From an optimization exercise on the open Yosys and OpenROAD flow, aimed at small area; shortcuts taken in it are not production practice. No functional check of the RTL was part of this run.

--- design/flow/design.v ---
module cordic_dds (clk, phase_i, sin_o, cos_o, err_o);
   input         clk;
   input  [15:0] phase_i;
   output [16:0] sin_o, cos_o, err_o;
   reg [1:0] q [0:14];
   always @(posedge clk) q[0] <= phase_i[15:14];
   genvar g;
   generate for (g = 1; g < 15; g = g + 1) begin : qp
      always @(posedge clk) q[g] <= q[g-1];
   end endgenerate
   reg [13:0] z0;
   always @(posedge clk) z0 <= phase_i[13:0];
   reg [14:0] z1;
   reg [13:0] z2;
   reg [12:0] z3;
   reg [11:0] z4;
   reg [10:0] z5;
   reg [9:0] z6;
   reg [8:0] z7;
   reg [7:0] z8;
   reg [6:0] z9;
   reg [5:0] z10;
   reg [4:0] z11;
   reg [3:0] z12;
   reg [3:0] z13;
   reg [2:0] z14;
   always @(posedge clk) z1 <= {1'b0, z0} - 15'd8189;
   always @(posedge clk) z2 <= z1[14] ? z1[13:0] + 14'd4834 : z1[13:0] - 14'd4834;
   always @(posedge clk) z3 <= z2[13] ? z2[12:0] + 13'd2554 : z2[12:0] - 13'd2554;
   always @(posedge clk) z4 <= z3[12] ? z3[11:0] + 12'd1296 : z3[11:0] - 12'd1296;
   always @(posedge clk) z5 <= z4[11] ? z4[10:0] + 11'd650 : z4[10:0] - 11'd650;
   always @(posedge clk) z6 <= z5[10] ? z5[9:0] + 10'd325 : z5[9:0] - 10'd325;
   always @(posedge clk) z7 <= z6[9] ? z6[8:0] + 9'd162 : z6[8:0] - 9'd162;
   always @(posedge clk) z8 <= z7[8] ? z7[7:0] + 8'd81 : z7[7:0] - 8'd81;
   always @(posedge clk) z9 <= z8[7] ? z8[6:0] + 7'd40 : z8[6:0] - 7'd40;
   always @(posedge clk) z10 <= z9[6] ? z9[5:0] + 6'd20 : z9[5:0] - 6'd20;
   always @(posedge clk) z11 <= z10[5] ? z10[4:0] + 5'd10 : z10[4:0] - 5'd10;
   always @(posedge clk) z12 <= z11[4] ? z11[3:0] + 4'd5 : z11[3:0] - 4'd5;
   always @(posedge clk) z13 <= z12[3] ? z12[3:0] + 4'd2 : z12[3:0] - 4'd2;
   always @(posedge clk) z14 <= z13[3] ? z13[2:0] + 3'd1 : z13[2:0] - 3'd1;
   assign err_o = {{14{z14[2]}}, z14};
   reg d1_2; always @(posedge clk) d1_2 <= (z1[14] ^ q[1][0]);
   reg d1_3; always @(posedge clk) d1_3 <= d1_2;
   reg d1_4; always @(posedge clk) d1_4 <= d1_3;
   reg d1_5; always @(posedge clk) d1_5 <= d1_4;
   reg d1_6; always @(posedge clk) d1_6 <= d1_5;
   reg d1_7; always @(posedge clk) d1_7 <= d1_6;
   reg d2_3; always @(posedge clk) d2_3 <= (z2[13] ^ q[2][0]);
   reg d2_4; always @(posedge clk) d2_4 <= d2_3;
   reg d2_5; always @(posedge clk) d2_5 <= d2_4;
   reg d2_6; always @(posedge clk) d2_6 <= d2_5;
   reg d2_7; always @(posedge clk) d2_7 <= d2_6;
   reg d3_4; always @(posedge clk) d3_4 <= (z3[12] ^ q[3][0]);
   reg d3_5; always @(posedge clk) d3_5 <= d3_4;
   reg d3_6; always @(posedge clk) d3_6 <= d3_5;
   reg d3_7; always @(posedge clk) d3_7 <= d3_6;
   reg d4_5; always @(posedge clk) d4_5 <= (z4[11] ^ q[4][0]);
   reg d4_6; always @(posedge clk) d4_6 <= d4_5;
   reg d4_7; always @(posedge clk) d4_7 <= d4_6;
   reg d5_6; always @(posedge clk) d5_6 <= (z5[10] ^ q[5][0]);
   reg d5_7; always @(posedge clk) d5_7 <= d5_6;
   reg d6_7; always @(posedge clk) d6_7 <= (z6[9] ^ q[6][0]);
   reg d7_8; always @(posedge clk) d7_8 <= (z7[8] ^ q[7][0]);
   reg d8_9; always @(posedge clk) d8_9 <= (z8[7] ^ q[8][0]);
   reg d9_10; always @(posedge clk) d9_10 <= (z9[6] ^ q[9][0]);
   reg d10_11; always @(posedge clk) d10_11 <= (z10[5] ^ q[10][0]);
   reg d11_12; always @(posedge clk) d11_12 <= (z11[4] ^ q[11][0]);
   reg d12_13; always @(posedge clk) d12_13 <= (z12[3] ^ q[12][0]);
   reg d13_14; always @(posedge clk) d13_14 <= (z13[3] ^ q[13][0]);
   wire [5:0] tsel = {d6_7, d5_7, d4_7, d3_7, d2_7, d1_7};
   wire [15:0] tx, ty;
   wire [63:0] tx_t0 = 64'b1010011111110111101100111011110110100111111101111011001110111101;
   assign tx[0] = tx_t0[tsel];
   wire [63:0] tx_t1 = 64'b0011110011001101011000011001010100101111111000010110011101110011;
   assign tx[1] = tx_t1[tsel];
   wire [63:0] tx_t2 = 64'b0001001111111001000001111111000101111011110110110001110101010011;
   assign tx[2] = tx_t2[tsel];
   wire [63:0] tx_t3 = 64'b0100001010111111011110001010111100000010111100010100100000010101;
   assign tx[3] = tx_t3[tsel];
   wire [63:0] tx_t4 = 64'b0111110010011111011010100001011100100000111011110100010001010101;
   assign tx[4] = tx_t4[tsel];
   wire [63:0] tx_t5 = 64'b0010101110001101000111011101001100000111101100110000001100011011;
   assign tx[5] = tx_t5[tsel];
   wire [63:0] tx_t6 = 64'b1110101110101110100110111000001010010001111001001000101111001100;
   assign tx[6] = tx_t6[tsel];
   wire [63:0] tx_t7 = 64'b1110001110111101100000011101011110100111111100111011111110011101;
   assign tx[7] = tx_t7[tsel];
   wire [63:0] tx_t8 = 64'b1101110110010011100100011111111111111101100101011101101110111111;
   assign tx[8] = tx_t8[tsel];
   wire [63:0] tx_t9 = 64'b1101111110110001111110111011101110111101100100111101001111010001;
   assign tx[9] = tx_t9[tsel];
   wire [63:0] tx_t10 = 64'b1001100110011100111111111011010010101100110010101010100111100000;
   assign tx[10] = tx_t10[tsel];
   wire [63:0] tx_t11 = 64'b1110101010001001100111011111111111001110110010111001110110111111;
   assign tx[11] = tx_t11[tsel];
   wire [63:0] tx_t12 = 64'b1110100011111100111111011000101011101100101111101111110110001010;
   assign tx[12] = tx_t12[tsel];
   wire [63:0] tx_t13 = 64'b1011101010101110101011111010110010111110101011001010111110101100;
   assign tx[13] = tx_t13[tsel];
   wire [63:0] tx_t14 = 64'b1110111011101010111010111110101011101010111010101110101111101010;
   assign tx[14] = tx_t14[tsel];
   wire [63:0] tx_t15 = 64'b0000000000000000000000010000000000000000000000000000000100000000;
   assign tx[15] = tx_t15[tsel];
   wire [63:0] ty_t0 = 64'b1011110111001100111011111110010010111101110011001110111111100100;
   assign ty[0] = ty_t0[tsel];
   wire [63:0] ty_t1 = 64'b0100111011100111000001111111010100101001100001110011001100111101;
   assign ty[1] = ty_t1[tsel];
   wire [63:0] ty_t2 = 64'b1100101010111000110110111101111010001111111000001001111111001000;
   assign ty[2] = ty_t2[tsel];
   wire [63:0] ty_t3 = 64'b0010100000010010000011110100000001110101000111100111110101000010;
   assign ty[3] = ty_t3[tsel];
   wire [63:0] ty_t4 = 64'b0010101000100011011101110000010101101000010101110111100100111111;
   assign ty[4] = ty_t4[tsel];
   wire [63:0] ty_t5 = 64'b1101100011000001110011011110000111001011101110011011000111010101;
   assign ty[5] = ty_t5[tsel];
   wire [63:0] ty_t6 = 64'b1011001111010001101001111000100111000001110110011111010111010111;
   assign ty[6] = ty_t6[tsel];
   wire [63:0] ty_t7 = 64'b1011100111111100110011111110010011101011100000001011110111000110;
   assign ty[7] = ty_t7[tsel];
   wire [63:0] ty_t8 = 64'b1111110111011011101010011011111111111111100010011100100110111011;
   assign ty[8] = ty_t8[tsel];
   wire [63:0] ty_t9 = 64'b1000101111001011110010011011110111011101110111111000110111111011;
   assign ty[9] = ty_t9[tsel];
   wire [63:0] ty_t10 = 64'b1000011110010101110100110011010110101101111111111011100110011001;
   assign ty[10] = ty_t10[tsel];
   wire [63:0] ty_t11 = 64'b0111110110111001010100110111001101111111101110010001000101010111;
   assign ty[11] = ty_t11[tsel];
   wire [63:0] ty_t12 = 64'b0101000110111111011111010011011101010001101111110011111100010111;
   assign ty[12] = ty_t12[tsel];
   wire [63:0] ty_t13 = 64'b0011010111110101001101010111110100110101111101010111010101011101;
   assign ty[13] = ty_t13[tsel];
   wire [63:0] ty_t14 = 64'b0101011111010111010101110101011101010111110101110101011101110111;
   assign ty[14] = ty_t14[tsel];
   wire [63:0] ty_t15 = 64'b0000000010000000000000000000000000000000100000000000000000000000;
   assign ty[15] = ty_t15[tsel];
   reg [15:0] xr8, yr8;
   always @(posedge clk) begin xr8 <= tx; yr8 <= ty; end
   wire [16:0] wy7 = {(yr8[15] & yr8[14]), yr8};
   wire [16:0] wx7 = {(xr8[15] & xr8[14]), xr8};
   wire [15:0] sy7 = $signed(wy7) >>> 7;
   wire [15:0] sx7 = $signed(wx7) >>> 7;
   wire dd7 = d7_8;
   wire nd7 = ~dd7;
   wire [15:0] nx8;
   wire [15:0] u1_b = sy7 ^ {16{nd7}};
   wire [15:0] u1_p = xr8 ^ u1_b, u1_g = xr8 & u1_b;
   wire u1_0_G = u1_g[1] | (u1_p[1] & (u1_g[0] | (u1_p[0] & nd7)));
   wire u1_1_G = u1_g[3] | (u1_p[3] & u1_g[2]);
   wire u1_1_P = u1_p[3] & u1_p[2];
   wire u1_2_G = u1_g[5] | (u1_p[5] & u1_g[4]);
   wire u1_2_P = u1_p[5] & u1_p[4];
   wire u1_3_G = u1_g[7] | (u1_p[7] & u1_g[6]);
   wire u1_3_P = u1_p[7] & u1_p[6];
   wire u1_4_G = u1_g[9] | (u1_p[9] & u1_g[8]);
   wire u1_4_P = u1_p[9] & u1_p[8];
   wire u1_5_G = u1_g[11] | (u1_p[11] & u1_g[10]);
   wire u1_5_P = u1_p[11] & u1_p[10];
   wire u1_6_G = u1_g[13] | (u1_p[13] & u1_g[12]);
   wire u1_6_P = u1_p[13] & u1_p[12];
   wire u1_7_G = u1_g[15] | (u1_p[15] & u1_g[14]);
   wire u1_7_P = u1_p[15] & u1_p[14];
   wire u1_8_G = u1_1_G | (u1_1_P & u1_0_G);
   wire u1_9_G = u1_3_G | (u1_3_P & u1_2_G);
   wire u1_9_P = u1_3_P & u1_2_P;
   wire u1_10_G = u1_5_G | (u1_5_P & u1_4_G);
   wire u1_10_P = u1_5_P & u1_4_P;
   wire u1_11_G = u1_7_G | (u1_7_P & u1_6_G);
   wire u1_11_P = u1_7_P & u1_6_P;
   wire u1_12_G = u1_9_G | (u1_9_P & u1_8_G);
   wire u1_13_G = u1_11_G | (u1_11_P & u1_10_G);
   wire u1_13_P = u1_11_P & u1_10_P;
   wire u1_14_G = u1_13_G | (u1_13_P & u1_12_G);
   wire u1_15_G = u1_10_G | (u1_10_P & u1_12_G);
   wire u1_16_G = u1_2_G | (u1_2_P & u1_8_G);
   wire u1_17_G = u1_4_G | (u1_4_P & u1_12_G);
   wire u1_18_G = u1_6_G | (u1_6_P & u1_15_G);
   wire u1_19_G = u1_g[2] | (u1_p[2] & u1_0_G);
   wire u1_20_G = u1_g[4] | (u1_p[4] & u1_8_G);
   wire u1_21_G = u1_g[6] | (u1_p[6] & u1_16_G);
   wire u1_22_G = u1_g[8] | (u1_p[8] & u1_12_G);
   wire u1_23_G = u1_g[10] | (u1_p[10] & u1_17_G);
   wire u1_24_G = u1_g[12] | (u1_p[12] & u1_15_G);
   wire u1_25_G = u1_g[14] | (u1_p[14] & u1_18_G);
   assign nx8 = u1_p ^ {u1_25_G, u1_18_G, u1_24_G, u1_15_G, u1_23_G, u1_17_G, u1_22_G, u1_12_G, u1_21_G, u1_16_G, u1_20_G, u1_8_G, u1_19_G, u1_0_G, (u1_g[0] | (u1_p[0] & nd7)), nd7};
   wire [15:0] ny8;
   wire [15:0] u2_b = sx7 ^ {16{dd7}};
   wire [15:0] u2_p = yr8 ^ u2_b, u2_g = yr8 & u2_b;
   wire u2_0_G = u2_g[1] | (u2_p[1] & (u2_g[0] | (u2_p[0] & dd7)));
   wire u2_1_G = u2_g[3] | (u2_p[3] & u2_g[2]);
   wire u2_1_P = u2_p[3] & u2_p[2];
   wire u2_2_G = u2_g[5] | (u2_p[5] & u2_g[4]);
   wire u2_2_P = u2_p[5] & u2_p[4];
   wire u2_3_G = u2_g[7] | (u2_p[7] & u2_g[6]);
   wire u2_3_P = u2_p[7] & u2_p[6];
   wire u2_4_G = u2_g[9] | (u2_p[9] & u2_g[8]);
   wire u2_4_P = u2_p[9] & u2_p[8];
   wire u2_5_G = u2_g[11] | (u2_p[11] & u2_g[10]);
   wire u2_5_P = u2_p[11] & u2_p[10];
   wire u2_6_G = u2_g[13] | (u2_p[13] & u2_g[12]);
   wire u2_6_P = u2_p[13] & u2_p[12];
   wire u2_7_G = u2_g[15] | (u2_p[15] & u2_g[14]);
   wire u2_7_P = u2_p[15] & u2_p[14];
   wire u2_8_G = u2_1_G | (u2_1_P & u2_0_G);
   wire u2_9_G = u2_3_G | (u2_3_P & u2_2_G);
   wire u2_9_P = u2_3_P & u2_2_P;
   wire u2_10_G = u2_5_G | (u2_5_P & u2_4_G);
   wire u2_10_P = u2_5_P & u2_4_P;
   wire u2_11_G = u2_7_G | (u2_7_P & u2_6_G);
   wire u2_11_P = u2_7_P & u2_6_P;
   wire u2_12_G = u2_9_G | (u2_9_P & u2_8_G);
   wire u2_13_G = u2_11_G | (u2_11_P & u2_10_G);
   wire u2_13_P = u2_11_P & u2_10_P;
   wire u2_14_G = u2_13_G | (u2_13_P & u2_12_G);
   wire u2_15_G = u2_10_G | (u2_10_P & u2_12_G);
   wire u2_16_G = u2_2_G | (u2_2_P & u2_8_G);
   wire u2_17_G = u2_4_G | (u2_4_P & u2_12_G);
   wire u2_18_G = u2_6_G | (u2_6_P & u2_15_G);
   wire u2_19_G = u2_g[2] | (u2_p[2] & u2_0_G);
   wire u2_20_G = u2_g[4] | (u2_p[4] & u2_8_G);
   wire u2_21_G = u2_g[6] | (u2_p[6] & u2_16_G);
   wire u2_22_G = u2_g[8] | (u2_p[8] & u2_12_G);
   wire u2_23_G = u2_g[10] | (u2_p[10] & u2_17_G);
   wire u2_24_G = u2_g[12] | (u2_p[12] & u2_15_G);
   wire u2_25_G = u2_g[14] | (u2_p[14] & u2_18_G);
   assign ny8 = u2_p ^ {u2_25_G, u2_18_G, u2_24_G, u2_15_G, u2_23_G, u2_17_G, u2_22_G, u2_12_G, u2_21_G, u2_16_G, u2_20_G, u2_8_G, u2_19_G, u2_0_G, (u2_g[0] | (u2_p[0] & dd7)), dd7};
   reg [15:0] xr9, yr9;
   always @(posedge clk) begin xr9 <= nx8; yr9 <= ny8; end
   wire [16:0] wy8 = {1'b0, yr9};
   wire [16:0] wx8 = {1'b0, xr9};
   wire [15:0] sy8 = $signed(wy8) >>> 8;
   wire [15:0] sx8 = $signed(wx8) >>> 8;
   wire dd8 = d8_9;
   wire nd8 = ~dd8;
   wire [15:0] nx9;
   wire [15:0] u3_b = sy8 ^ {16{nd8}};
   wire [15:0] u3_p = xr9 ^ u3_b, u3_g = xr9 & u3_b;
   wire u3_0_G = u3_g[1] | (u3_p[1] & (u3_g[0] | (u3_p[0] & nd8)));
   wire u3_1_G = u3_g[3] | (u3_p[3] & u3_g[2]);
   wire u3_1_P = u3_p[3] & u3_p[2];
   wire u3_2_G = u3_g[5] | (u3_p[5] & u3_g[4]);
   wire u3_2_P = u3_p[5] & u3_p[4];
   wire u3_3_G = u3_g[7] | (u3_p[7] & u3_g[6]);
   wire u3_3_P = u3_p[7] & u3_p[6];
   wire u3_4_G = u3_g[9] | (u3_p[9] & u3_g[8]);
   wire u3_4_P = u3_p[9] & u3_p[8];
   wire u3_5_G = u3_g[11] | (u3_p[11] & u3_g[10]);
   wire u3_5_P = u3_p[11] & u3_p[10];
   wire u3_6_G = u3_g[13] | (u3_p[13] & u3_g[12]);
   wire u3_6_P = u3_p[13] & u3_p[12];
   wire u3_7_G = u3_g[15] | (u3_p[15] & u3_g[14]);
   wire u3_7_P = u3_p[15] & u3_p[14];
   wire u3_8_G = u3_1_G | (u3_1_P & u3_0_G);
   wire u3_9_G = u3_3_G | (u3_3_P & u3_2_G);
   wire u3_9_P = u3_3_P & u3_2_P;
   wire u3_10_G = u3_5_G | (u3_5_P & u3_4_G);
   wire u3_10_P = u3_5_P & u3_4_P;
   wire u3_11_G = u3_7_G | (u3_7_P & u3_6_G);
   wire u3_11_P = u3_7_P & u3_6_P;
   wire u3_12_G = u3_9_G | (u3_9_P & u3_8_G);
   wire u3_13_G = u3_11_G | (u3_11_P & u3_10_G);
   wire u3_13_P = u3_11_P & u3_10_P;
   wire u3_14_G = u3_13_G | (u3_13_P & u3_12_G);
   wire u3_15_G = u3_10_G | (u3_10_P & u3_12_G);
   wire u3_16_G = u3_2_G | (u3_2_P & u3_8_G);
   wire u3_17_G = u3_4_G | (u3_4_P & u3_12_G);
   wire u3_18_G = u3_6_G | (u3_6_P & u3_15_G);
   wire u3_19_G = u3_g[2] | (u3_p[2] & u3_0_G);
   wire u3_20_G = u3_g[4] | (u3_p[4] & u3_8_G);
   wire u3_21_G = u3_g[6] | (u3_p[6] & u3_16_G);
   wire u3_22_G = u3_g[8] | (u3_p[8] & u3_12_G);
   wire u3_23_G = u3_g[10] | (u3_p[10] & u3_17_G);
   wire u3_24_G = u3_g[12] | (u3_p[12] & u3_15_G);
   wire u3_25_G = u3_g[14] | (u3_p[14] & u3_18_G);
   assign nx9 = u3_p ^ {u3_25_G, u3_18_G, u3_24_G, u3_15_G, u3_23_G, u3_17_G, u3_22_G, u3_12_G, u3_21_G, u3_16_G, u3_20_G, u3_8_G, u3_19_G, u3_0_G, (u3_g[0] | (u3_p[0] & nd8)), nd8};
   wire [15:0] ny9;
   wire [15:0] u4_b = sx8 ^ {16{dd8}};
   wire [15:0] u4_p = yr9 ^ u4_b, u4_g = yr9 & u4_b;
   wire u4_0_G = u4_g[1] | (u4_p[1] & (u4_g[0] | (u4_p[0] & dd8)));
   wire u4_1_G = u4_g[3] | (u4_p[3] & u4_g[2]);
   wire u4_1_P = u4_p[3] & u4_p[2];
   wire u4_2_G = u4_g[5] | (u4_p[5] & u4_g[4]);
   wire u4_2_P = u4_p[5] & u4_p[4];
   wire u4_3_G = u4_g[7] | (u4_p[7] & u4_g[6]);
   wire u4_3_P = u4_p[7] & u4_p[6];
   wire u4_4_G = u4_g[9] | (u4_p[9] & u4_g[8]);
   wire u4_4_P = u4_p[9] & u4_p[8];
   wire u4_5_G = u4_g[11] | (u4_p[11] & u4_g[10]);
   wire u4_5_P = u4_p[11] & u4_p[10];
   wire u4_6_G = u4_g[13] | (u4_p[13] & u4_g[12]);
   wire u4_6_P = u4_p[13] & u4_p[12];
   wire u4_7_G = u4_g[15] | (u4_p[15] & u4_g[14]);
   wire u4_7_P = u4_p[15] & u4_p[14];
   wire u4_8_G = u4_1_G | (u4_1_P & u4_0_G);
   wire u4_9_G = u4_3_G | (u4_3_P & u4_2_G);
   wire u4_9_P = u4_3_P & u4_2_P;
   wire u4_10_G = u4_5_G | (u4_5_P & u4_4_G);
   wire u4_10_P = u4_5_P & u4_4_P;
   wire u4_11_G = u4_7_G | (u4_7_P & u4_6_G);
   wire u4_11_P = u4_7_P & u4_6_P;
   wire u4_12_G = u4_9_G | (u4_9_P & u4_8_G);
   wire u4_13_G = u4_11_G | (u4_11_P & u4_10_G);
   wire u4_13_P = u4_11_P & u4_10_P;
   wire u4_14_G = u4_13_G | (u4_13_P & u4_12_G);
   wire u4_15_G = u4_10_G | (u4_10_P & u4_12_G);
   wire u4_16_G = u4_2_G | (u4_2_P & u4_8_G);
   wire u4_17_G = u4_4_G | (u4_4_P & u4_12_G);
   wire u4_18_G = u4_6_G | (u4_6_P & u4_15_G);
   wire u4_19_G = u4_g[2] | (u4_p[2] & u4_0_G);
   wire u4_20_G = u4_g[4] | (u4_p[4] & u4_8_G);
   wire u4_21_G = u4_g[6] | (u4_p[6] & u4_16_G);
   wire u4_22_G = u4_g[8] | (u4_p[8] & u4_12_G);
   wire u4_23_G = u4_g[10] | (u4_p[10] & u4_17_G);
   wire u4_24_G = u4_g[12] | (u4_p[12] & u4_15_G);
   wire u4_25_G = u4_g[14] | (u4_p[14] & u4_18_G);
   assign ny9 = u4_p ^ {u4_25_G, u4_18_G, u4_24_G, u4_15_G, u4_23_G, u4_17_G, u4_22_G, u4_12_G, u4_21_G, u4_16_G, u4_20_G, u4_8_G, u4_19_G, u4_0_G, (u4_g[0] | (u4_p[0] & dd8)), dd8};
   reg [15:0] xr10, yr10;
   always @(posedge clk) begin xr10 <= nx9; yr10 <= ny9; end
   wire [16:0] wy9 = {1'b0, yr10};
   wire [16:0] wx9 = {1'b0, xr10};
   wire [15:0] sy9 = $signed(wy9) >>> 9;
   wire [15:0] sx9 = $signed(wx9) >>> 9;
   wire dd9 = d9_10;
   wire nd9 = ~dd9;
   wire [15:0] nx10;
   wire [15:0] u5_b = sy9 ^ {16{nd9}};
   wire [15:0] u5_p = xr10 ^ u5_b, u5_g = xr10 & u5_b;
   wire u5_0_G = u5_g[1] | (u5_p[1] & (u5_g[0] | (u5_p[0] & nd9)));
   wire u5_1_G = u5_g[3] | (u5_p[3] & u5_g[2]);
   wire u5_1_P = u5_p[3] & u5_p[2];
   wire u5_2_G = u5_g[5] | (u5_p[5] & u5_g[4]);
   wire u5_2_P = u5_p[5] & u5_p[4];
   wire u5_3_G = u5_g[7] | (u5_p[7] & u5_g[6]);
   wire u5_3_P = u5_p[7] & u5_p[6];
   wire u5_4_G = u5_g[9] | (u5_p[9] & u5_g[8]);
   wire u5_4_P = u5_p[9] & u5_p[8];
   wire u5_5_G = u5_g[11] | (u5_p[11] & u5_g[10]);
   wire u5_5_P = u5_p[11] & u5_p[10];
   wire u5_6_G = u5_g[13] | (u5_p[13] & u5_g[12]);
   wire u5_6_P = u5_p[13] & u5_p[12];
   wire u5_7_G = u5_g[15] | (u5_p[15] & u5_g[14]);
   wire u5_7_P = u5_p[15] & u5_p[14];
   wire u5_8_G = u5_1_G | (u5_1_P & u5_0_G);
   wire u5_9_G = u5_3_G | (u5_3_P & u5_2_G);
   wire u5_9_P = u5_3_P & u5_2_P;
   wire u5_10_G = u5_5_G | (u5_5_P & u5_4_G);
   wire u5_10_P = u5_5_P & u5_4_P;
   wire u5_11_G = u5_7_G | (u5_7_P & u5_6_G);
   wire u5_11_P = u5_7_P & u5_6_P;
   wire u5_12_G = u5_9_G | (u5_9_P & u5_8_G);
   wire u5_13_G = u5_11_G | (u5_11_P & u5_10_G);
   wire u5_13_P = u5_11_P & u5_10_P;
   wire u5_14_G = u5_13_G | (u5_13_P & u5_12_G);
   wire u5_15_G = u5_10_G | (u5_10_P & u5_12_G);
   wire u5_16_G = u5_2_G | (u5_2_P & u5_8_G);
   wire u5_17_G = u5_4_G | (u5_4_P & u5_12_G);
   wire u5_18_G = u5_6_G | (u5_6_P & u5_15_G);
   wire u5_19_G = u5_g[2] | (u5_p[2] & u5_0_G);
   wire u5_20_G = u5_g[4] | (u5_p[4] & u5_8_G);
   wire u5_21_G = u5_g[6] | (u5_p[6] & u5_16_G);
   wire u5_22_G = u5_g[8] | (u5_p[8] & u5_12_G);
   wire u5_23_G = u5_g[10] | (u5_p[10] & u5_17_G);
   wire u5_24_G = u5_g[12] | (u5_p[12] & u5_15_G);
   wire u5_25_G = u5_g[14] | (u5_p[14] & u5_18_G);
   assign nx10 = u5_p ^ {u5_25_G, u5_18_G, u5_24_G, u5_15_G, u5_23_G, u5_17_G, u5_22_G, u5_12_G, u5_21_G, u5_16_G, u5_20_G, u5_8_G, u5_19_G, u5_0_G, (u5_g[0] | (u5_p[0] & nd9)), nd9};
   wire [15:0] ny10;
   wire [15:0] u6_b = sx9 ^ {16{dd9}};
   wire [15:0] u6_p = yr10 ^ u6_b, u6_g = yr10 & u6_b;
   wire u6_0_G = u6_g[1] | (u6_p[1] & (u6_g[0] | (u6_p[0] & dd9)));
   wire u6_1_G = u6_g[3] | (u6_p[3] & u6_g[2]);
   wire u6_1_P = u6_p[3] & u6_p[2];
   wire u6_2_G = u6_g[5] | (u6_p[5] & u6_g[4]);
   wire u6_2_P = u6_p[5] & u6_p[4];
   wire u6_3_G = u6_g[7] | (u6_p[7] & u6_g[6]);
   wire u6_3_P = u6_p[7] & u6_p[6];
   wire u6_4_G = u6_g[9] | (u6_p[9] & u6_g[8]);
   wire u6_4_P = u6_p[9] & u6_p[8];
   wire u6_5_G = u6_g[11] | (u6_p[11] & u6_g[10]);
   wire u6_5_P = u6_p[11] & u6_p[10];
   wire u6_6_G = u6_g[13] | (u6_p[13] & u6_g[12]);
   wire u6_6_P = u6_p[13] & u6_p[12];
   wire u6_7_G = u6_g[15] | (u6_p[15] & u6_g[14]);
   wire u6_7_P = u6_p[15] & u6_p[14];
   wire u6_8_G = u6_1_G | (u6_1_P & u6_0_G);
   wire u6_9_G = u6_3_G | (u6_3_P & u6_2_G);
   wire u6_9_P = u6_3_P & u6_2_P;
   wire u6_10_G = u6_5_G | (u6_5_P & u6_4_G);
   wire u6_10_P = u6_5_P & u6_4_P;
   wire u6_11_G = u6_7_G | (u6_7_P & u6_6_G);
   wire u6_11_P = u6_7_P & u6_6_P;
   wire u6_12_G = u6_9_G | (u6_9_P & u6_8_G);
   wire u6_13_G = u6_11_G | (u6_11_P & u6_10_G);
   wire u6_13_P = u6_11_P & u6_10_P;
   wire u6_14_G = u6_13_G | (u6_13_P & u6_12_G);
   wire u6_15_G = u6_10_G | (u6_10_P & u6_12_G);
   wire u6_16_G = u6_2_G | (u6_2_P & u6_8_G);
   wire u6_17_G = u6_4_G | (u6_4_P & u6_12_G);
   wire u6_18_G = u6_6_G | (u6_6_P & u6_15_G);
   wire u6_19_G = u6_g[2] | (u6_p[2] & u6_0_G);
   wire u6_20_G = u6_g[4] | (u6_p[4] & u6_8_G);
   wire u6_21_G = u6_g[6] | (u6_p[6] & u6_16_G);
   wire u6_22_G = u6_g[8] | (u6_p[8] & u6_12_G);
   wire u6_23_G = u6_g[10] | (u6_p[10] & u6_17_G);
   wire u6_24_G = u6_g[12] | (u6_p[12] & u6_15_G);
   wire u6_25_G = u6_g[14] | (u6_p[14] & u6_18_G);
   assign ny10 = u6_p ^ {u6_25_G, u6_18_G, u6_24_G, u6_15_G, u6_23_G, u6_17_G, u6_22_G, u6_12_G, u6_21_G, u6_16_G, u6_20_G, u6_8_G, u6_19_G, u6_0_G, (u6_g[0] | (u6_p[0] & dd9)), dd9};
   reg [15:0] xr11, yr11;
   always @(posedge clk) begin xr11 <= nx10; yr11 <= ny10; end
   wire [16:0] wy10 = {1'b0, yr11};
   wire [16:0] wx10 = {1'b0, xr11};
   wire [15:0] sy10 = $signed(wy10) >>> 10;
   wire [15:0] sx10 = $signed(wx10) >>> 10;
   wire dd10 = d10_11;
   wire nd10 = ~dd10;
   wire [15:0] nx11;
   wire [15:0] u7_b = sy10 ^ {16{nd10}};
   wire [15:0] u7_p = xr11 ^ u7_b, u7_g = xr11 & u7_b;
   wire u7_0_G = u7_g[1] | (u7_p[1] & (u7_g[0] | (u7_p[0] & nd10)));
   wire u7_1_G = u7_g[3] | (u7_p[3] & u7_g[2]);
   wire u7_1_P = u7_p[3] & u7_p[2];
   wire u7_2_G = u7_g[5] | (u7_p[5] & u7_g[4]);
   wire u7_2_P = u7_p[5] & u7_p[4];
   wire u7_3_G = u7_g[7] | (u7_p[7] & u7_g[6]);
   wire u7_3_P = u7_p[7] & u7_p[6];
   wire u7_4_G = u7_g[9] | (u7_p[9] & u7_g[8]);
   wire u7_4_P = u7_p[9] & u7_p[8];
   wire u7_5_G = u7_g[11] | (u7_p[11] & u7_g[10]);
   wire u7_5_P = u7_p[11] & u7_p[10];
   wire u7_6_G = u7_g[13] | (u7_p[13] & u7_g[12]);
   wire u7_6_P = u7_p[13] & u7_p[12];
   wire u7_7_G = u7_g[15] | (u7_p[15] & u7_g[14]);
   wire u7_7_P = u7_p[15] & u7_p[14];
   wire u7_8_G = u7_1_G | (u7_1_P & u7_0_G);
   wire u7_9_G = u7_3_G | (u7_3_P & u7_2_G);
   wire u7_9_P = u7_3_P & u7_2_P;
   wire u7_10_G = u7_5_G | (u7_5_P & u7_4_G);
   wire u7_10_P = u7_5_P & u7_4_P;
   wire u7_11_G = u7_7_G | (u7_7_P & u7_6_G);
   wire u7_11_P = u7_7_P & u7_6_P;
   wire u7_12_G = u7_9_G | (u7_9_P & u7_8_G);
   wire u7_13_G = u7_11_G | (u7_11_P & u7_10_G);
   wire u7_13_P = u7_11_P & u7_10_P;
   wire u7_14_G = u7_13_G | (u7_13_P & u7_12_G);
   wire u7_15_G = u7_10_G | (u7_10_P & u7_12_G);
   wire u7_16_G = u7_2_G | (u7_2_P & u7_8_G);
   wire u7_17_G = u7_4_G | (u7_4_P & u7_12_G);
   wire u7_18_G = u7_6_G | (u7_6_P & u7_15_G);
   wire u7_19_G = u7_g[2] | (u7_p[2] & u7_0_G);
   wire u7_20_G = u7_g[4] | (u7_p[4] & u7_8_G);
   wire u7_21_G = u7_g[6] | (u7_p[6] & u7_16_G);
   wire u7_22_G = u7_g[8] | (u7_p[8] & u7_12_G);
   wire u7_23_G = u7_g[10] | (u7_p[10] & u7_17_G);
   wire u7_24_G = u7_g[12] | (u7_p[12] & u7_15_G);
   wire u7_25_G = u7_g[14] | (u7_p[14] & u7_18_G);
   assign nx11 = u7_p ^ {u7_25_G, u7_18_G, u7_24_G, u7_15_G, u7_23_G, u7_17_G, u7_22_G, u7_12_G, u7_21_G, u7_16_G, u7_20_G, u7_8_G, u7_19_G, u7_0_G, (u7_g[0] | (u7_p[0] & nd10)), nd10};
   wire [15:0] ny11;
   wire [15:0] u8_b = sx10 ^ {16{dd10}};
   wire [15:0] u8_p = yr11 ^ u8_b, u8_g = yr11 & u8_b;
   wire u8_0_G = u8_g[1] | (u8_p[1] & (u8_g[0] | (u8_p[0] & dd10)));
   wire u8_1_G = u8_g[3] | (u8_p[3] & u8_g[2]);
   wire u8_1_P = u8_p[3] & u8_p[2];
   wire u8_2_G = u8_g[5] | (u8_p[5] & u8_g[4]);
   wire u8_2_P = u8_p[5] & u8_p[4];
   wire u8_3_G = u8_g[7] | (u8_p[7] & u8_g[6]);
   wire u8_3_P = u8_p[7] & u8_p[6];
   wire u8_4_G = u8_g[9] | (u8_p[9] & u8_g[8]);
   wire u8_4_P = u8_p[9] & u8_p[8];
   wire u8_5_G = u8_g[11] | (u8_p[11] & u8_g[10]);
   wire u8_5_P = u8_p[11] & u8_p[10];
   wire u8_6_G = u8_g[13] | (u8_p[13] & u8_g[12]);
   wire u8_6_P = u8_p[13] & u8_p[12];
   wire u8_7_G = u8_g[15] | (u8_p[15] & u8_g[14]);
   wire u8_7_P = u8_p[15] & u8_p[14];
   wire u8_8_G = u8_1_G | (u8_1_P & u8_0_G);
   wire u8_9_G = u8_3_G | (u8_3_P & u8_2_G);
   wire u8_9_P = u8_3_P & u8_2_P;
   wire u8_10_G = u8_5_G | (u8_5_P & u8_4_G);
   wire u8_10_P = u8_5_P & u8_4_P;
   wire u8_11_G = u8_7_G | (u8_7_P & u8_6_G);
   wire u8_11_P = u8_7_P & u8_6_P;
   wire u8_12_G = u8_9_G | (u8_9_P & u8_8_G);
   wire u8_13_G = u8_11_G | (u8_11_P & u8_10_G);
   wire u8_13_P = u8_11_P & u8_10_P;
   wire u8_14_G = u8_13_G | (u8_13_P & u8_12_G);
   wire u8_15_G = u8_10_G | (u8_10_P & u8_12_G);
   wire u8_16_G = u8_2_G | (u8_2_P & u8_8_G);
   wire u8_17_G = u8_4_G | (u8_4_P & u8_12_G);
   wire u8_18_G = u8_6_G | (u8_6_P & u8_15_G);
   wire u8_19_G = u8_g[2] | (u8_p[2] & u8_0_G);
   wire u8_20_G = u8_g[4] | (u8_p[4] & u8_8_G);
   wire u8_21_G = u8_g[6] | (u8_p[6] & u8_16_G);
   wire u8_22_G = u8_g[8] | (u8_p[8] & u8_12_G);
   wire u8_23_G = u8_g[10] | (u8_p[10] & u8_17_G);
   wire u8_24_G = u8_g[12] | (u8_p[12] & u8_15_G);
   wire u8_25_G = u8_g[14] | (u8_p[14] & u8_18_G);
   assign ny11 = u8_p ^ {u8_25_G, u8_18_G, u8_24_G, u8_15_G, u8_23_G, u8_17_G, u8_22_G, u8_12_G, u8_21_G, u8_16_G, u8_20_G, u8_8_G, u8_19_G, u8_0_G, (u8_g[0] | (u8_p[0] & dd10)), dd10};
   reg [15:0] xr12, yr12;
   always @(posedge clk) begin xr12 <= nx11; yr12 <= ny11; end
   wire [16:0] wy11 = {1'b0, yr12};
   wire [16:0] wx11 = {1'b0, xr12};
   wire [15:0] sy11 = $signed(wy11) >>> 11;
   wire [15:0] sx11 = $signed(wx11) >>> 11;
   wire dd11 = d11_12;
   wire nd11 = ~dd11;
   wire [15:0] nx12;
   wire [15:0] u9_b = sy11 ^ {16{nd11}};
   wire [15:0] u9_p = xr12 ^ u9_b, u9_g = xr12 & u9_b;
   wire u9_0_G = u9_g[1] | (u9_p[1] & (u9_g[0] | (u9_p[0] & nd11)));
   wire u9_1_G = u9_g[3] | (u9_p[3] & u9_g[2]);
   wire u9_1_P = u9_p[3] & u9_p[2];
   wire u9_2_G = u9_g[5] | (u9_p[5] & u9_g[4]);
   wire u9_2_P = u9_p[5] & u9_p[4];
   wire u9_3_G = u9_g[7] | (u9_p[7] & u9_g[6]);
   wire u9_3_P = u9_p[7] & u9_p[6];
   wire u9_4_G = u9_g[9] | (u9_p[9] & u9_g[8]);
   wire u9_4_P = u9_p[9] & u9_p[8];
   wire u9_5_G = u9_g[11] | (u9_p[11] & u9_g[10]);
   wire u9_5_P = u9_p[11] & u9_p[10];
   wire u9_6_G = u9_g[13] | (u9_p[13] & u9_g[12]);
   wire u9_6_P = u9_p[13] & u9_p[12];
   wire u9_7_G = u9_g[15] | (u9_p[15] & u9_g[14]);
   wire u9_7_P = u9_p[15] & u9_p[14];
   wire u9_8_G = u9_1_G | (u9_1_P & u9_0_G);
   wire u9_9_G = u9_3_G | (u9_3_P & u9_2_G);
   wire u9_9_P = u9_3_P & u9_2_P;
   wire u9_10_G = u9_5_G | (u9_5_P & u9_4_G);
   wire u9_10_P = u9_5_P & u9_4_P;
   wire u9_11_G = u9_7_G | (u9_7_P & u9_6_G);
   wire u9_11_P = u9_7_P & u9_6_P;
   wire u9_12_G = u9_9_G | (u9_9_P & u9_8_G);
   wire u9_13_G = u9_11_G | (u9_11_P & u9_10_G);
   wire u9_13_P = u9_11_P & u9_10_P;
   wire u9_14_G = u9_13_G | (u9_13_P & u9_12_G);
   wire u9_15_G = u9_10_G | (u9_10_P & u9_12_G);
   wire u9_16_G = u9_2_G | (u9_2_P & u9_8_G);
   wire u9_17_G = u9_4_G | (u9_4_P & u9_12_G);
   wire u9_18_G = u9_6_G | (u9_6_P & u9_15_G);
   wire u9_19_G = u9_g[2] | (u9_p[2] & u9_0_G);
   wire u9_20_G = u9_g[4] | (u9_p[4] & u9_8_G);
   wire u9_21_G = u9_g[6] | (u9_p[6] & u9_16_G);
   wire u9_22_G = u9_g[8] | (u9_p[8] & u9_12_G);
   wire u9_23_G = u9_g[10] | (u9_p[10] & u9_17_G);
   wire u9_24_G = u9_g[12] | (u9_p[12] & u9_15_G);
   wire u9_25_G = u9_g[14] | (u9_p[14] & u9_18_G);
   assign nx12 = u9_p ^ {u9_25_G, u9_18_G, u9_24_G, u9_15_G, u9_23_G, u9_17_G, u9_22_G, u9_12_G, u9_21_G, u9_16_G, u9_20_G, u9_8_G, u9_19_G, u9_0_G, (u9_g[0] | (u9_p[0] & nd11)), nd11};
   wire [15:0] ny12;
   wire [15:0] u10_b = sx11 ^ {16{dd11}};
   wire [15:0] u10_p = yr12 ^ u10_b, u10_g = yr12 & u10_b;
   wire u10_0_G = u10_g[1] | (u10_p[1] & (u10_g[0] | (u10_p[0] & dd11)));
   wire u10_1_G = u10_g[3] | (u10_p[3] & u10_g[2]);
   wire u10_1_P = u10_p[3] & u10_p[2];
   wire u10_2_G = u10_g[5] | (u10_p[5] & u10_g[4]);
   wire u10_2_P = u10_p[5] & u10_p[4];
   wire u10_3_G = u10_g[7] | (u10_p[7] & u10_g[6]);
   wire u10_3_P = u10_p[7] & u10_p[6];
   wire u10_4_G = u10_g[9] | (u10_p[9] & u10_g[8]);
   wire u10_4_P = u10_p[9] & u10_p[8];
   wire u10_5_G = u10_g[11] | (u10_p[11] & u10_g[10]);
   wire u10_5_P = u10_p[11] & u10_p[10];
   wire u10_6_G = u10_g[13] | (u10_p[13] & u10_g[12]);
   wire u10_6_P = u10_p[13] & u10_p[12];
   wire u10_7_G = u10_g[15] | (u10_p[15] & u10_g[14]);
   wire u10_7_P = u10_p[15] & u10_p[14];
   wire u10_8_G = u10_1_G | (u10_1_P & u10_0_G);
   wire u10_9_G = u10_3_G | (u10_3_P & u10_2_G);
   wire u10_9_P = u10_3_P & u10_2_P;
   wire u10_10_G = u10_5_G | (u10_5_P & u10_4_G);
   wire u10_10_P = u10_5_P & u10_4_P;
   wire u10_11_G = u10_7_G | (u10_7_P & u10_6_G);
   wire u10_11_P = u10_7_P & u10_6_P;
   wire u10_12_G = u10_9_G | (u10_9_P & u10_8_G);
   wire u10_13_G = u10_11_G | (u10_11_P & u10_10_G);
   wire u10_13_P = u10_11_P & u10_10_P;
   wire u10_14_G = u10_13_G | (u10_13_P & u10_12_G);
   wire u10_15_G = u10_10_G | (u10_10_P & u10_12_G);
   wire u10_16_G = u10_2_G | (u10_2_P & u10_8_G);
   wire u10_17_G = u10_4_G | (u10_4_P & u10_12_G);
   wire u10_18_G = u10_6_G | (u10_6_P & u10_15_G);
   wire u10_19_G = u10_g[2] | (u10_p[2] & u10_0_G);
   wire u10_20_G = u10_g[4] | (u10_p[4] & u10_8_G);
   wire u10_21_G = u10_g[6] | (u10_p[6] & u10_16_G);
   wire u10_22_G = u10_g[8] | (u10_p[8] & u10_12_G);
   wire u10_23_G = u10_g[10] | (u10_p[10] & u10_17_G);
   wire u10_24_G = u10_g[12] | (u10_p[12] & u10_15_G);
   wire u10_25_G = u10_g[14] | (u10_p[14] & u10_18_G);
   assign ny12 = u10_p ^ {u10_25_G, u10_18_G, u10_24_G, u10_15_G, u10_23_G, u10_17_G, u10_22_G, u10_12_G, u10_21_G, u10_16_G, u10_20_G, u10_8_G, u10_19_G, u10_0_G, (u10_g[0] | (u10_p[0] & dd11)), dd11};
   reg [15:0] xr13, yr13;
   always @(posedge clk) begin xr13 <= nx12; yr13 <= ny12; end
   wire [16:0] wy12 = {(yr13[15] & yr13[14]), yr13};
   wire [16:0] wx12 = {(xr13[15] & xr13[14]), xr13};
   wire [15:0] sy12 = $signed(wy12) >>> 12;
   wire [15:0] sx12 = $signed(wx12) >>> 12;
   wire dd12 = d12_13;
   wire nd12 = ~dd12;
   wire [15:0] nx13;
   wire [15:0] u11_b = sy12 ^ {16{nd12}};
   wire [15:0] u11_p = xr13 ^ u11_b, u11_g = xr13 & u11_b;
   wire u11_0_G = u11_g[1] | (u11_p[1] & (u11_g[0] | (u11_p[0] & nd12)));
   wire u11_1_G = u11_g[3] | (u11_p[3] & u11_g[2]);
   wire u11_1_P = u11_p[3] & u11_p[2];
   wire u11_2_G = u11_g[5] | (u11_p[5] & u11_g[4]);
   wire u11_2_P = u11_p[5] & u11_p[4];
   wire u11_3_G = u11_g[7] | (u11_p[7] & u11_g[6]);
   wire u11_3_P = u11_p[7] & u11_p[6];
   wire u11_4_G = u11_g[9] | (u11_p[9] & u11_g[8]);
   wire u11_4_P = u11_p[9] & u11_p[8];
   wire u11_5_G = u11_g[11] | (u11_p[11] & u11_g[10]);
   wire u11_5_P = u11_p[11] & u11_p[10];
   wire u11_6_G = u11_g[13] | (u11_p[13] & u11_g[12]);
   wire u11_6_P = u11_p[13] & u11_p[12];
   wire u11_7_G = u11_g[15] | (u11_p[15] & u11_g[14]);
   wire u11_7_P = u11_p[15] & u11_p[14];
   wire u11_8_G = u11_1_G | (u11_1_P & u11_0_G);
   wire u11_9_G = u11_3_G | (u11_3_P & u11_2_G);
   wire u11_9_P = u11_3_P & u11_2_P;
   wire u11_10_G = u11_5_G | (u11_5_P & u11_4_G);
   wire u11_10_P = u11_5_P & u11_4_P;
   wire u11_11_G = u11_7_G | (u11_7_P & u11_6_G);
   wire u11_11_P = u11_7_P & u11_6_P;
   wire u11_12_G = u11_9_G | (u11_9_P & u11_8_G);
   wire u11_13_G = u11_11_G | (u11_11_P & u11_10_G);
   wire u11_13_P = u11_11_P & u11_10_P;
   wire u11_14_G = u11_13_G | (u11_13_P & u11_12_G);
   wire u11_15_G = u11_10_G | (u11_10_P & u11_12_G);
   wire u11_16_G = u11_2_G | (u11_2_P & u11_8_G);
   wire u11_17_G = u11_4_G | (u11_4_P & u11_12_G);
   wire u11_18_G = u11_6_G | (u11_6_P & u11_15_G);
   wire u11_19_G = u11_g[2] | (u11_p[2] & u11_0_G);
   wire u11_20_G = u11_g[4] | (u11_p[4] & u11_8_G);
   wire u11_21_G = u11_g[6] | (u11_p[6] & u11_16_G);
   wire u11_22_G = u11_g[8] | (u11_p[8] & u11_12_G);
   wire u11_23_G = u11_g[10] | (u11_p[10] & u11_17_G);
   wire u11_24_G = u11_g[12] | (u11_p[12] & u11_15_G);
   wire u11_25_G = u11_g[14] | (u11_p[14] & u11_18_G);
   assign nx13 = u11_p ^ {u11_25_G, u11_18_G, u11_24_G, u11_15_G, u11_23_G, u11_17_G, u11_22_G, u11_12_G, u11_21_G, u11_16_G, u11_20_G, u11_8_G, u11_19_G, u11_0_G, (u11_g[0] | (u11_p[0] & nd12)), nd12};
   wire [15:0] ny13;
   wire [15:0] u12_b = sx12 ^ {16{dd12}};
   wire [15:0] u12_p = yr13 ^ u12_b, u12_g = yr13 & u12_b;
   wire u12_0_G = u12_g[1] | (u12_p[1] & (u12_g[0] | (u12_p[0] & dd12)));
   wire u12_1_G = u12_g[3] | (u12_p[3] & u12_g[2]);
   wire u12_1_P = u12_p[3] & u12_p[2];
   wire u12_2_G = u12_g[5] | (u12_p[5] & u12_g[4]);
   wire u12_2_P = u12_p[5] & u12_p[4];
   wire u12_3_G = u12_g[7] | (u12_p[7] & u12_g[6]);
   wire u12_3_P = u12_p[7] & u12_p[6];
   wire u12_4_G = u12_g[9] | (u12_p[9] & u12_g[8]);
   wire u12_4_P = u12_p[9] & u12_p[8];
   wire u12_5_G = u12_g[11] | (u12_p[11] & u12_g[10]);
   wire u12_5_P = u12_p[11] & u12_p[10];
   wire u12_6_G = u12_g[13] | (u12_p[13] & u12_g[12]);
   wire u12_6_P = u12_p[13] & u12_p[12];
   wire u12_7_G = u12_g[15] | (u12_p[15] & u12_g[14]);
   wire u12_7_P = u12_p[15] & u12_p[14];
   wire u12_8_G = u12_1_G | (u12_1_P & u12_0_G);
   wire u12_9_G = u12_3_G | (u12_3_P & u12_2_G);
   wire u12_9_P = u12_3_P & u12_2_P;
   wire u12_10_G = u12_5_G | (u12_5_P & u12_4_G);
   wire u12_10_P = u12_5_P & u12_4_P;
   wire u12_11_G = u12_7_G | (u12_7_P & u12_6_G);
   wire u12_11_P = u12_7_P & u12_6_P;
   wire u12_12_G = u12_9_G | (u12_9_P & u12_8_G);
   wire u12_13_G = u12_11_G | (u12_11_P & u12_10_G);
   wire u12_13_P = u12_11_P & u12_10_P;
   wire u12_14_G = u12_13_G | (u12_13_P & u12_12_G);
   wire u12_15_G = u12_10_G | (u12_10_P & u12_12_G);
   wire u12_16_G = u12_2_G | (u12_2_P & u12_8_G);
   wire u12_17_G = u12_4_G | (u12_4_P & u12_12_G);
   wire u12_18_G = u12_6_G | (u12_6_P & u12_15_G);
   wire u12_19_G = u12_g[2] | (u12_p[2] & u12_0_G);
   wire u12_20_G = u12_g[4] | (u12_p[4] & u12_8_G);
   wire u12_21_G = u12_g[6] | (u12_p[6] & u12_16_G);
   wire u12_22_G = u12_g[8] | (u12_p[8] & u12_12_G);
   wire u12_23_G = u12_g[10] | (u12_p[10] & u12_17_G);
   wire u12_24_G = u12_g[12] | (u12_p[12] & u12_15_G);
   wire u12_25_G = u12_g[14] | (u12_p[14] & u12_18_G);
   assign ny13 = u12_p ^ {u12_25_G, u12_18_G, u12_24_G, u12_15_G, u12_23_G, u12_17_G, u12_22_G, u12_12_G, u12_21_G, u12_16_G, u12_20_G, u12_8_G, u12_19_G, u12_0_G, (u12_g[0] | (u12_p[0] & dd12)), dd12};
   reg [15:0] xr14, yr14;
   always @(posedge clk) begin xr14 <= nx13; yr14 <= ny13; end
   wire [16:0] X13 = {(xr14[15] & xr14[14]), xr14};
   wire [16:0] Y13 = {(yr14[15] & yr14[14]), yr14};
   wire [3:0] a13 = Y13[16:13];   
   wire [3:0] b13 = X13[16:13];
   wire d13 = d13_14;
   wire cN = q[14][1] ^ q[14][0];
   wire sN = q[14][1];
   wire [4:0] ta = (d13 ? {a13[3], a13} : -{a13[3], a13}) - {4'd0, cN};
   wire [4:0] tb = (d13 ? -{b13[3], b13} : {b13[3], b13}) - {4'd0, sN};
   reg [16:0] cos_r, sin_r;
   always @(posedge clk) begin
      cos_r <= {17{cN}} ^ (X13 + {{12{ta[4]}}, ta});
      sin_r <= {17{sN}} ^ (Y13 + {{12{tb[4]}}, tb});
   end
   assign cos_o = cos_r;
   assign sin_o = sin_r;
endmodule
--- design/flow/run.sh ---
#!/bin/bash
# synth_recipe.tcl (not shown) runs the flow's synth.tcl, then flattens the netlist and writes it again
# the make line also repeats each setting of config.mk as NAME=value (left out here)
make -C /OpenROAD-flow-scripts/flow DESIGN_CONFIG=/design/flow/config.mk WORK_HOME=/design/flow/orfs CLKGATE_MAP_FILE= SYNTH_SCRIPT=/design/flow/synth_recipe.tcl finish
--- design/flow/config.mk ---
export PLATFORM = sky130hd
export DESIGN_NAME = cordic_dds
export DESIGN_NICKNAME = cordic_dds
export VERILOG_FILES = /design/flow/design.v
export SDC_FILE = /design/flow/constraint.sdc
export NUM_CORES = 4
export LEC_CHECK = 0
export CAP_MARGIN = 20
export CORE_MARGIN = 2
export CORE_UTILIZATION = 40
export CTS_BUF_LIST = sky130_fd_sc_hd__clkbuf_16
export CTS_CLUSTER_DIAMETER = 120
export CTS_CLUSTER_SIZE = 25
export SLEW_MARGIN = 20
--- design/flow/constraint.sdc ---
create_clock -name core_clock -period 5.0 [get_ports {clk}]
set_input_delay 1.0000 -clock core_clock [delete_from_list [all_inputs] [get_ports {clk}]]
set_output_delay 1.0000 -clock core_clock [all_outputs]
set_load 0.01 [all_outputs]
==> summary.txt <==
* Clock root cell: clkbuf_16
* GP Congestion at 0.8830
* Wirelength, routed at 48.89 mm
* Ys flop type: dfxtp_1
* Layout cell share with drive strength beyond 1 at 2.669%
* Synth Area in Compound Gates at 13.84%
* Via density per instance at 5.092
* DR iter-0 viols at 839
* Vias in the first global route at 17030
* WHS at 328.8 ps
* Die Span Y at 251.2 µm
* Post-Synth XOR/XNOR Area at 11.25%
* Mapped Area at 0.02445 mm²
* Mux cell area share after synthesis at 0.9006%
* Synth Warn # at 2
* Num rows at 90
* FMAX at 0.2484 GHz
* Post-Synthesis Cells at 2480
* Post-route DRC at 0
* CTS tree: built
* Outcome: finished clean
* CTS Buf Count at 22
* Crit path required time at 5450 ps
* Crit path DAT at 4470 ps
* GRT Total Usage at 15.59%
* Critical R2R Capture: sin_r[16]
* Worst r2r src: xr14[14]
* RSZ-0062 raised after global routing: no
* Bufs on Longest Clock Path at 3
* WL/cell at 14.85 µm
* CORE AREA at 0.06036 mm²
* Die footprint at 0.06312 mm²
* PortBufs at 67
* Top cells by count, synth: dfxtp_1, ha_1, inv_1, xnor2_1, a21oi_1
* Antenna Violating Nets Remaining at 0
* I/O pin total at 68
* DP Wirelength at 37.34 mm
* Share of Yosys cell area claimed by the top area cell type at 36.93%
* Asr flop ratio synth at 0%
* Critical-path maximum fanout at 10
* Final setup viols at 0
* Simple-gate share of the synthesized area at 8.955%
* Layout Area Growth over Synthesis at 8.326%
* Final Critical Period at 4026 ps
* Final nets at 2906
* Critical Path Start Type: register
* Drt pass-1 iters at 5
* Starting density of the core at 40.51%
* Register-to-register setup slack at 970 ps
* Worst setup path category: reg2reg
* Final Max Tran Viols at 0
* Worst-Margin Slew at 972.2 ps
* Worst setup startpoint: xr14[14]
* Clock latency (worst-skew pair) at 570 ps
* Syn_area_per_cell at 9.859 µm²
* R2R cell count at 14
* Diodes inserted at 0
* Synth top area cells: dfxtp_1, ha_1, fa_1
* Most flops, register: q
* TNS Setup at 0 ps
* First-pass GRT wire length at 82.08 mm
* WHS Path Cells at 0
* CP endpoint: sin_r[16]
* # resized after CTS at 0
* Synth cell types at 67
* Seq/Total Area, Yosys at 36.93%
* Synth Register Bits at 451
* Largest family of logic cells by synthesized area: adder cells
* Mapped Nets at 2878
* Fin crit share at 80.52%
* Largest register FFs at 30
* Crit path capture type: register
* Worst hold start: d1_3
* Number of synthesized flops with an enable pin at 0
* Yosys top cell by area: dfxtp_1
* Slew HR at 35.12%
* Die Width at 251.2 µm
* Setup Buffers After CTS at 0
* Hold buffers post-CTS at 0
* CTS H-tree depth at 1
* Hold/Removal Path Class: reg2reg
* Fin. Hold Viols at 0
* Total gr overflow at 0
* Count leader, synth: dfxtp_1
* Largest net degree at the start of global routing at 94
* Worst Skew at 40.40 ps
* Initial antenna violation count at 0
* Clk slew on worst S/H paths at 100 ps
* Post-synthesis adder-cell area fraction at 22.90%
* Max-cap viol count at 0
* # clock sinks at 451
* Routed via count at 16760
* Biggest regs: q x30, cos_r x17, sin_r x17
==> per-layer routing <==
metal  vias up  GRT usage, %  routed length [µm]
li1       8444             -                   -
met1      7896         17.25               19800
met2       325         30.61               25930
met3        99         1.688                1700
met4         0         5.306                1457
met5         -             0                   0
==> metrics by stage <==
| step | instances | instance area, µm² | worst slack, ps | util (%) |
|---|---|---|---|---|
| after CTS | 3292 | 26490 | 1031 | 43.88 |
| after detailed placement | 3266 | 25880 | 1053 | 42.88 |
| after global placement | 3266 | 25880 | 1190 | 42.88 |
| after floorplan | 2480 | 24450 | 987.0 | - |
| after global routing | 3292 | 26490 | 627.8 | 43.88 |
| final | 3292 | 26490 | 974.1 | 43.88 |
==> critical path, cell delays in order (launching register included) <==
cell	delay [ps]
dfxtp_1	510
inv_1	110
ha_1	290
mux2i_1	230
ha_1	250
a22oi_1	80
o221ai_1	540
buf_4	300
ha_1	230
nor2_1	60
o21ai_0	170
o21ai_1	160
nor4_1	530
o221ai_1	270
xnor2_1	180
==> placed cells by master, fill, tap and decap left out, types with 7 or more instances in the layout <==
cell type,netlist,routed
mux2i_1,13,13
ha_1,270,270
o21bai_1,13,13
o31a_1,10,10
and4_1,7,7
o31ai_1,9,9
nor2b_1,21,21
and3_1,11,11
or4_1,9,9
xnor2_1,196,196
a21oi_1,170,170
inv_1,234,236
dfxtp_1,451,447
clkdlybuf4s50_1,0,67
o21a_1,9,9
buf_4,14,22
or3_1,7,7
and2_1,12,12
a2111oi_0,8,8
nand2_1,138,138
a31oi_1,19,19
o221ai_1,12,12
o21ai_0,115,115
o311ai_0,8,8
fa_1,111,111
a311oi_1,7,7
nor3_1,28,28
clkbuf_16,0,22
o211ai_1,26,26
o41ai_1,12,12
nand4_1,14,14
nor2_1,140,140
a21o_1,56,56
nand2b_1,26,26
xor2_1,115,115
a211oi_1,20,20
nand3_1,36,36
==> final cells by class <==
| class | count | area (µm²) |
|---|---|---|
| fillers | 5676 | 33870 |
| multi-input cells | 1708 | 14150 |
| flip-flops and latches | 451 | 9036 |
| well taps | 782 | 978.4 |
| inverters | 236 | 885.9 |
| repair buffers | 89 | 835.8 |
| clock buffers | 22 | 550.5 |
| clock inverters | 4 | 53.80 |
==> logic make-up after synthesis <==
| family | Yosys count |
|---|---|
| compound gates | 531 |
| xor+xnor | 312 |
| fa+ha+maj | 381 |
| buf+inv | 321 |
| flops | 451 |
| mux | 17 |
| simple gates | 467 |
==> worst min path at each step <==
stage | to
after CTS | d1_4
after floorplan | d1_3
after global routing | z2[0]
final | d1_4
after global placement | q[3][1]
after detailed placement | q[12][1]

-- static timing again, ports no longer ideal --
The results above use ideal ports. As a check the final layout listed here was re-extracted and re-timed, cells and wires unchanged.
Step 1 (the two cells are an assumption about what drives the block):
set clk [get_ports {clk}]
set_driving_cell -lib_cell sky130_fd_sc_hd__clkbuf_16 $clk
set_driving_cell -lib_cell sky130_fd_sc_hd__buf_2 [delete_from_list [all_inputs] $clk]
Step 2 times the ports against the registers' clock, not the clock port: input delays grow and output delays shrink by t, the midpoint of the rising clock arrivals with the driver on.
Three values: no drivers, after step 1, after step 2; two values: the first two.
t (ns): 0.610
setup WS [ns]: 0.974 / 0.974 / 0.974
hold slack, ns: 0.329 / 0.329 / 0.329
cell pins on the clock port's net: 1
After both steps this run still meets setup and hold. For this run, drivers alone change the setup slack by 0.000 ns; drivers and shift together by 0.000 ns.
